This is an optimization exercise on Yosys and OpenROAD, whose aim is small area and a short achievable clock period, not a production implementation.

== run 1 ==
Design gte_mac123, start of the top module:
module gte_mac123 (
   input  wire               clk,
   input  wire               reset,
   input  wire               trigger,
   input  wire signed [31:0] mul1,
   input  wire signed [31:0] mul2,
   input  wire signed [44:0] add,
   input  wire               sub,
   input  wire               swap,
   input  wire               save_shifted,
   input  wire               use_ir,
   input  wire               ir_shift,
   input  wire               ir_shift_flag,
   input  wire               sat_ir,
   input  wire               sat_ir_flag,
   input  wire               use_result,
   output wire signed [31:0] mac_result,
   output reg                mac_writeback,
   output wire signed [15:0] ir_result,
   output reg                ir_writeback,
   output reg  signed [44:0] mac_last,
   output wire signed [31:0] mac_shifted,
   output wire               flag_mac_uf,
   output wire               flag_mac_of,
   output wire               flag_ir
);
clock: 14.0 ns
lec_check: 0
abc_area: 1
cap_margin: 20
core_margin: 2
core_utilization: 40
slew_margin: 20
synth_hierarchical: 1
run.sh (not shown) runs the stock make flow with config.mk's settings and CLKGATE_MAP_FILE= SYNTH_SCRIPT=/design/flow/synth_recipe.tcl, a recipe that flattens the netlist after the stock synthesis.
Run 1 ended with every stage complete and zero timing, DRC or antenna violations.
## Diff of input files: run 2 against run 1
# run 1
export LEC_CHECK = 0
export ABC_AREA = 1
export CAP_MARGIN = 20
export CORE_MARGIN = 2
export CORE_UTILIZATION = 40
export SLEW_MARGIN = 20
export SYNTH_HIERARCHICAL = 1
create_clock -name core_clock -period 14.0 [get_ports {clk}]
# run 2
export LEC_CHECK = 0
export ABC_AREA = 1
export CAP_MARGIN = 20
export CORE_MARGIN = 2
export CORE_UTILIZATION = 55
export SLEW_MARGIN = 20
export SYNTH_HIERARCHICAL = 1
create_clock -name core_clock -period 14.0 [get_ports {clk}]
==> flow/flow/run.sh (new file) <==
#!/bin/bash
# The standard layout (the standard.sh with its unchanged synthesis) with two
# changes to how the layout is made: the port buffers are plain buffers
# (sky130_fd_sc_hd__buf_1) instead of the delay cells buffer_ports picks by
# default, and ORFS's timing repair is asked for a setup margin past what the
# clock period needs. The clock and constraints are the design's.
# make's full output goes to make_finish.log in the work folder.
set -euo pipefail
here="$(cd "$(dirname "${BASH_SOURCE[0]}")/.." && pwd)"
cd "$here"
bash ./standard.sh "BUFFER_PORTS_ARGS=-buffer_cell sky130_fd_sc_hd__buf_1" \
  SETUP_SLACK_MARGIN=7.5 finish > make_finish.log 2>&1
==> flow/standard.sh (new file) <==
#!/bin/bash
# synth_recipe.tcl (not shown) runs the flow's synth.tcl, then flattens the netlist and writes it again
# the make line also repeats each setting of config.mk as NAME=value (left out here)
make -C /OpenROAD-flow-scripts/flow DESIGN_CONFIG=/design/flow/config.mk WORK_HOME=/design/flow/orfs CLKGATE_MAP_FILE= SYNTH_SCRIPT=/design/flow/synth_recipe.tcl "${@:-finish}"
removed: flow/run.sh
Findings:
Run 2 | status: complete | timing, DRC, antenna: pass. Compared with run 1, run 2 shows hold slack lower by 0.0065 ns. Comparing peak fanout along the critical path for run 1 and run 2, the bigger number came from run 1. Run 2 reports a higher portion of the layout cell area used by non-clock buffers than run 1 does. met2 wirelength from detailed routing went up by a few percent going from run 1 to run 2. In the reports for run 1 and run 2, the larger non-clock inverter count in the final layout belongs to run 2. Max clock skew across run 1 and run 2: run 1. In the metrics for run 1 and run 2, the one carrying the lower overall die width is run 2. Run 2 vs run 1 — met1 track demand over resource in global routing rose 15 points. Tap cell count for run 2 is lower than for run 1.
[inputs] run 3 vs run 2
# run 2
export LEC_CHECK = 0
export ABC_AREA = 1
export CAP_MARGIN = 20
export CORE_MARGIN = 2
export CORE_UTILIZATION = 55
export SLEW_MARGIN = 20
export SYNTH_HIERARCHICAL = 1
create_clock -name core_clock -period 14.0 [get_ports {clk}]
# run 3
export LEC_CHECK = 0
export ABC_AREA = 1
export CAP_MARGIN = 20
export CORE_MARGIN = 2
export CORE_UTILIZATION = 40
export SLEW_MARGIN = 20
export SYNTH_HIERARCHICAL = 1
create_clock -name core_clock -period 14.0 [get_ports {clk}]
-- flow/flow/run.sh --
<<< run 2, line 10
cd "$here"
bash ./standard.sh "BUFFER_PORTS_ARGS=-buffer_cell sky130_fd_sc_hd__buf_1" \
  SETUP_SLACK_MARGIN=7.5 finish > make_finish.log 2>&1
>>> run 3, line 10
cd "$here"
bash ./standard.sh "BUFFER_PORTS_ARGS=-buffer_cell sky130_fd_sc_hd__buf_1" \
  SETUP_SLACK_MARGIN=6.5 finish > make_finish.log 2>&1
==> comparison <==
- Combined global-route utilization of all metal layers: run 3 vs run 2 down 12 points
- Relative area change from synthesis to final layout was lower in the run labelled run 3.
- Between run 2 and run 3, the number of ordinary and repair buffers in the finished layout is lower for run 3.
### run 3 -> run 4
-- flow/flow/run.sh --
<<< run 3, line 10
cd "$here"
bash ./standard.sh "BUFFER_PORTS_ARGS=-buffer_cell sky130_fd_sc_hd__buf_1" \
  SETUP_SLACK_MARGIN=6.5 finish > make_finish.log 2>&1
>>> run 4, line 10
cd "$here"
bash ./standard.sh "BUFFER_PORTS_ARGS=-buffer_cell sky130_fd_sc_hd__buf_1" \
  SETUP_SLACK_MARGIN=6.8 finish > make_finish.log 2>&1
[summary]
- Diff run 3 -> run 4: wire length after detailed routing essentially unchanged; wire length of the first global-routing pass shows no meaningful change.
- Sort run 3 and run 4 by minimum hold slack, descending, and run 4 comes first.
- On per-cell via count in the routed design, run 4 tracks run 3 almost exactly.
- The cell area of run 4 was inferior to that of run 3.
- Run 4 vs run 3: relative area change from synthesis to final layout up in run 4
- Comparing the two runs side by side, run 4 comes out ahead of run 3 on shortest clock period the worst path allows after layout.
- The via count of run 3 and that of run 4 are within noise of each other.
- On run 4: share of the cycle needed by the critical path after routing is 2.2 points lower than what run 3 gave.
No run of this note included a check of the RTL's function; only the layout flow was run.

[what the ideal ports hide]
Ports are ideal in the flow. The routed layouts listed here were re-timed in OpenROAD. Step 1 (the two cells are an assumption about what drives the block):
set clk [get_ports {clk}]
set_driving_cell -lib_cell sky130_fd_sc_hd__clkbuf_16 $clk
set_driving_cell -lib_cell sky130_fd_sc_hd__buf_2 [delete_from_list [all_inputs] $clk]
Step 2 times the ports against the registers' clock, not the clock port: input delays grow and output delays shrink by t, the midpoint of the rising clock arrivals with the driver on. a / b / c = ideal / step 1 / step 2; a / b = the first two.
run | shift t [ns] | setup WS [ns] | clock arrival spread, ns | cell pins on the clock port's net
run 1 | 0.530 | 6.146 / 6.100 / 6.119 | 0.024 / 0.025 | 1
run 2 | 0.542 | 7.357 / 7.296 / 6.976 | 0.021 / 0.021 | 1
run 3 | 0.539 | 6.631 / 6.664 / 6.125 | 0.022 / 0.022 | 1
run 4 | 0.536 | 6.933 / 6.963 / 6.427 | 0.023 / 0.023 | 1
After both steps setup and hold are still met in every run listed.
